From an optimization exercise on the open Yosys and OpenROAD flow, aimed at small area; shortcuts taken in it are not production practice.
RTL that was checked went through simulation tests only; none was proved equivalent to the original.

## umber
Design fixed_point_divider, start of the top module:
module fixed_point_divider #(
    IN_WIDTH = 12,
    OUT_WIDTH = 12
) (
    input clk,
    input rst_n,
    input logic din_valid,
    input  logic signed [ IN_WIDTH-1:0] rs1,
    input  logic signed [ IN_WIDTH-1:0] rs2,
    output logic        [OUT_WIDTH-1:0] rd,
    output logic                        dout_valid
);
  logic [21:0] vld;
  always_ff @(posedge clk or negedge rst_n) begin
    if (!rst_n) begin
      vld <= '0;
      dout_valid <= 1'b0;
    end else begin
      vld <= {vld[20:0], din_valid};
      dout_valid <= vld[21];
    end
  end
  function automatic [11:0] step(input [11:0] t, input [10:0] B);
    logic [11:0] bw;
    logic [10:0] d, r;
    logic q;
    bw[0] = 1'b0;
    for (int i = 0; i < 11; i++) begin
      d[i] = t[i] ^ B[i] ^ bw[i];
      bw[i+1] = (~t[i] & B[i]) | (~(t[i] ^ B[i]) & bw[i]);
    end
    q = t[11] | ~bw[11];
    for (int i = 0; i < 11; i++) r[i] = q ? d[i] : t[i];
    step = {q, r};
  endfunction
  wire [10:0] a = rs1[10:0];
  wire [10:0] b = rs2[10:0];
  wire [10:0] A0 = rs1[11] ? 11'(-a) : a;
  wire [10:0] B0 = rs2[11] ? 11'(-b) : b;
  wire sat = ({1'b0, A0[10:1]} >= B0);
  wire [11:0] s0 = step({1'b0, A0}, B0);
  wire [10:0] r1 = sat ? B0 : s0[10:0];
  logic [10:0] r_p1;
  logic [10:0] B_p1;
  logic [0:0] q_p1;
  always_ff @(posedge clk) begin
  ...
clock: 10.0 ns
lec_check: 0
cap_margin: 20
core_margin: 2
core_utilization: 40
slew_margin: 20
run.sh (not shown) runs the stock make flow with config.mk's settings and CLKGATE_MAP_FILE= SYNTH_SCRIPT=/design/flow/synth_recipe.tcl, a recipe that flattens the netlist after the stock synthesis.
umber | status: complete | timing, DRC, antenna: pass
Here is what was changed in the inputs of delta compared with umber.
diff --git a/flow/config.mk b/flow/config.mk
--- a/flow/config.mk
+++ b/flow/config.mk
@@ -10 +10,2 @@
-export CORE_UTILIZATION = 40
+export CORE_UTILIZATION = 60
+export CTS_BUF_LIST = sky130_fd_sc_hd__clkbuf_8
Notes after the runs:
Share of layout cells above drive strength 1 ends up lower on umber.
Compared with umber, delta ends up with a smaller final cell area.
Summary of the comparison: register-to-register path setup slack is higher in delta, relative to umber.
Comparing delta against umber, there is no change at all in buffer depth of the longest clock path.
Summary of delta over umber: worst hold slack now sits lower, wire length per cell now sits higher.

Another version of the RTL of fixed_point_divider (not shown whole).
Size in the first run: roughly 860 cells after synthesis, roughly 370 flip-flops, about 40 I/O pins, roughly 12000 sq um of cells after synthesis.
export LEC_CHECK = 0
export CAP_MARGIN = 20
export CORE_MARGIN = 2
export CORE_UTILIZATION = 60
export CTS_BUF_LIST = sky130_fd_sc_hd__clkbuf_8
export CTS_CLUSTER_DIAMETER = 50
export CTS_CLUSTER_SIZE = 20
export SLEW_MARGIN = 20
create_clock -name core_clock -period 10.0 [get_ports {clk}]
Edit:
==> flow/flow/run.sh (new file) <==
#!/bin/bash
# Layout flow: the standard ORFS flow (standard.sh), with two changes to
# how the layout is built:
#  - ports are buffered with sky130_fd_sc_hd__buf_1 instead of the buffer
#    ORFS picks by itself (a 10 um2 clock-delay buffer);
#  - clock tree synthesis uses clkbuf_8 leaf clusters and no dummy loads.
# Everything else (synthesis, floorplan, power grid, placement, routing) is
# the standard flow.  The full output goes to flow.log in this folder; the
# per-step ORFS logs are under orfs/logs/.
set -euo pipefail
cd "$(dirname "$0")/.."
export BUFFER_PORTS_ARGS="-buffer_cell sky130_fd_sc_hd__buf_1"
export CTS_ARGS="-sink_clustering_enable -repair_clock_nets -dont_use_dummy_load -buf_list sky130_fd_sc_hd__clkbuf_8 -sink_clustering_size 24 -sink_clustering_max_diameter 60"
bash standard.sh > flow.log 2>&1
==> flow/standard.sh (new file) <==
#!/bin/bash
# synth_recipe.tcl (not shown) runs the flow's synth.tcl, then flattens the netlist and writes it again
# the make line also repeats each setting of config.mk as NAME=value (left out here)
make -C /OpenROAD-flow-scripts/flow DESIGN_CONFIG=/design/flow/config.mk WORK_HOME=/design/flow/orfs CLKGATE_MAP_FILE= SYNTH_SCRIPT=/design/flow/synth_recipe.tcl "${@:-finish}"
Settings changed: CTS_BUF_LIST sky130_fd_sc_hd__clkbuf_8 to not set, CTS_CLUSTER_DIAMETER 50 to not set, CTS_CLUSTER_SIZE 20 to not set.
removed: flow/run.sh
Effect:
- routed wire length decreases by 2.5%
- via count is about the same
- final cell count fell by 2.1%
- critical path depth stays the same
- clock-buffer cell count shrinks by 6
- final area went down by 3.6%
- first-iteration DRC count went down by 6.6%
- core utilization fell by 2.4 points
Edit:
--- a/flow/flow/run.sh
+++ b/flow/flow/run.sh
@@ -11,4 +11,4 @@
 cd "$(dirname "$0")/.."
 export BUFFER_PORTS_ARGS="-buffer_cell sky130_fd_sc_hd__buf_1"
-export CTS_ARGS="-sink_clustering_enable -repair_clock_nets -dont_use_dummy_load -buf_list sky130_fd_sc_hd__clkbuf_8 -sink_clustering_size 24 -sink_clustering_max_diameter 60"
+export CTS_ARGS="-sink_clustering_enable -repair_clock_nets -dont_use_dummy_load -buf_list sky130_fd_sc_hd__clkbuf_8 -sink_clustering_size 20 -sink_clustering_max_diameter 50"
 bash standard.sh > flow.log 2>&1
What happened:
- non-clock buffer count stays the same
- worst setup slack improved by 5.9 ps
- clock skew drops by 8.1 ps
- synthesized area does not change
- final area is higher by 0.52%
- worst hold slack gets better by 13 ps
Function was not checked in any run of this note: the RTL went through the layout flow alone.

== the previous run ==
fixed_point_divider, a different RTL version from the one above (not shown whole).
Size in the first run: about 840 cells after synthesis.
==> flow/config.mk <==
export PLATFORM = sky130hd
export DESIGN_NAME = fixed_point_divider
export DESIGN_NICKNAME = fixed_point_divider
export VERILOG_FILES = /design/flow/design.v
export SDC_FILE = /design/flow/constraint.sdc
export NUM_CORES = 4
export LEC_CHECK = 0
export CAP_MARGIN = 20
export CORE_MARGIN = 2
export CORE_UTILIZATION = 75
export SLEW_MARGIN = 20
==> flow/constraint.sdc <==
create_clock -name core_clock -period 10.0 [get_ports {clk}]
set_input_delay 2.0000 -clock core_clock [delete_from_list [all_inputs] [get_ports {clk}]]
set_output_delay 2.0000 -clock core_clock [all_outputs]
set_load 0.01 [all_outputs]
standard.sh (not shown) runs the stock make flow with config.mk's settings and CLKGATE_MAP_FILE= SYNTH_SCRIPT=/design/flow/synth_recipe.tcl, a recipe that flattens the netlist after the stock synthesis.
==> flow/flow/run.sh <==
#!/bin/bash
# Layout flow: the standard ORFS flow (standard.sh), with two changes to
# how the layout is built:
#  - ports are buffered with sky130_fd_sc_hd__buf_1 instead of the buffer
#    ORFS picks by itself (a 10 um2 clock-delay buffer);
#  - clock tree synthesis uses clkbuf_8 leaf clusters and no dummy loads.
# Everything else (synthesis, floorplan, power grid, placement, routing) is
# the standard flow.  The full output goes to flow.log in this folder; the
# per-step ORFS logs are under orfs/logs/.
set -euo pipefail
cd "$(dirname "$0")/.."
export BUFFER_PORTS_ARGS="-buffer_cell sky130_fd_sc_hd__buf_1"
export CTS_ARGS="-sink_clustering_enable -repair_clock_nets -dont_use_dummy_load -buf_list sky130_fd_sc_hd__clkbuf_8 -sink_clustering_size 22 -sink_clustering_max_diameter 50"
bash standard.sh > flow.log 2>&1
Inputs modified between the previous run and the current run:
--- a/flow/config.mk
+++ b/flow/config.mk
@@ -9,3 +9,3 @@
 export CORE_MARGIN = 2
-export CORE_UTILIZATION = 75
+export CORE_UTILIZATION = 70
 export SLEW_MARGIN = 20
[summary]
- The current run leaves more setup margin than the previous run.
- For fraction of the cycle the final worst path needs, the previous run and the current run come out practically identical.
- The current run vs the previous run: floorplan die width up in the current run
- Per the comparison of the current run with the previous run, finished layout cell area did not really move, synthesis-to-layout area growth went up, worst slack on hold paths went up, global-route usage went down.
- The current run vs. the previous run: final cell count without fillers went up, delay contributed by the slowest stage of the critical path did not really move, detailed-route wire length per cell went down.

RTL: one of the versions met above, not the one the previous note started from.
For scale: roughly 890 cells after synthesis, ~40 I/O pins, ~13000 um2 of cells after synthesis.
Settings: LEC_CHECK=0, CAP_MARGIN=20, CORE_MARGIN=2, CORE_UTILIZATION=60, CTS_BUF_LIST=sky130_fd_sc_hd__clkbuf_4 sky130_fd_sc_hd__clkbuf_8, CTS_CLUSTER_DIAMETER=40, CTS_CLUSTER_SIZE=16, SLEW_MARGIN=20; clock period 10.0 ns.
run.sh (not shown) runs the stock make flow with config.mk's settings and CLKGATE_MAP_FILE= SYNTH_SCRIPT=/design/flow/synth_recipe.tcl, a recipe that flattens the netlist after the stock synthesis.
Stock flow here: none of the scripts above is used.
Then changed:
Settings changed: CTS_BUF_LIST sky130_fd_sc_hd__clkbuf_4 sky130_fd_sc_hd__clkbuf_8 to sky130_fd_sc_hd__clkbuf_8, CTS_CLUSTER_DIAMETER 40 to 50, CTS_CLUSTER_SIZE 16 to 20.
Core utilization went down by 0.30 points.
Routed wire length is about the same.
Sequential cell count stays the same.
Then changed:
Settings changed: CTS_CLUSTER_DIAMETER 50 to 60, CTS_CLUSTER_SIZE 20 to 24.
Die area stays the same.
Count of clock-buffer cells in the layout falls by 15.
Sequential share of layout area rises by 1.3 points.
Then changed:
Settings changed: CTS_BUF_LIST sky130_fd_sc_hd__clkbuf_8 to sky130_fd_sc_hd__clkbuf_16, CTS_CLUSTER_DIAMETER 60 to 80, CTS_CLUSTER_SIZE 24 to 30.
After rerunning:
- sequential cell count does not change
- worst setup slack gains 0.016 ns
- clock-buffer cell count falls by 4
- worst hold slack loses 0.0042 ns
- area after synthesis stays the same
- sequential share of layout area falls by 0.53 points

[re-timing with driven ports]
No port has a modelled driver above. Below, the same layouts with a new extraction and two added sets of constraints.
Step 1 (the two cells are an assumption about what drives the block):
set clk [get_ports {clk}]
set_driving_cell -lib_cell sky130_fd_sc_hd__clkbuf_16 $clk
set_driving_cell -lib_cell sky130_fd_sc_hd__buf_2 [delete_from_list [all_inputs] $clk]
Step 2 moves the port delays by t, midway between the first and last clock arrival at a register: inputs arrive t later, outputs are due t later. That takes back most of the time a late clock gives input paths.
a / b / c = ideal ports / drivers / drivers and shift; a / b = the first two.
| run | t, ns | setup slack, ns | latest minus earliest clock arrival (ns) | worst register clock-pin slew, ns | cell pins on the clock port's net |
|---|---|---|---|---|---|
| umber | 0.564 | 0.368 / 0.368 / 0.368 | 0.038 / 0.039 | 0.06 / 0.06 | 1 |
| delta | 0.626 | 0.392 / 0.392 / 0.392 | 0.039 / 0.038 | 0.07 / 0.07 | 1 |
| the first run of note 2 | 0.615 | 0.713 / 0.713 / 0.713 | 0.041 / 0.041 | 0.11 / 0.11 | 1 |
| the second run of note 2 | 0.547 | 0.637 / 0.637 / 0.637 | 0.103 / 0.103 | 0.13 / 0.13 | 1 |
| the third run of note 2 | 0.564 | 0.643 / 0.643 / 0.643 | 0.068 / 0.067 | 0.11 / 0.11 | 1 |
| the previous run | 0.568 | 0.617 / 0.617 / 0.617 | 0.080 / 0.081 | 0.12 / 0.12 | 1 |
| the current run | 0.579 | 0.620 / 0.620 / 0.620 | 0.056 / 0.056 | 0.11 / 0.11 | 1 |
| the first run of note 4 | 0.598 | 0.384 / 0.384 / 0.384 | 0.031 / 0.030 | 0.10 / 0.10 | 1 |
| the second run of note 4 | 0.569 | 0.371 / 0.371 / 0.371 | 0.027 / 0.027 | 0.11 / 0.11 | 1 |
| the third run of note 4 | 0.590 | 0.361 / 0.361 / 0.361 | 0.032 / 0.032 | 0.13 / 0.13 | 1 |
| the fourth run of note 4 | 0.546 | 0.377 / 0.377 / 0.377 | 0.040 / 0.040 | 0.10 / 0.10 | 1 |
After both steps every run listed still meets setup and hold.
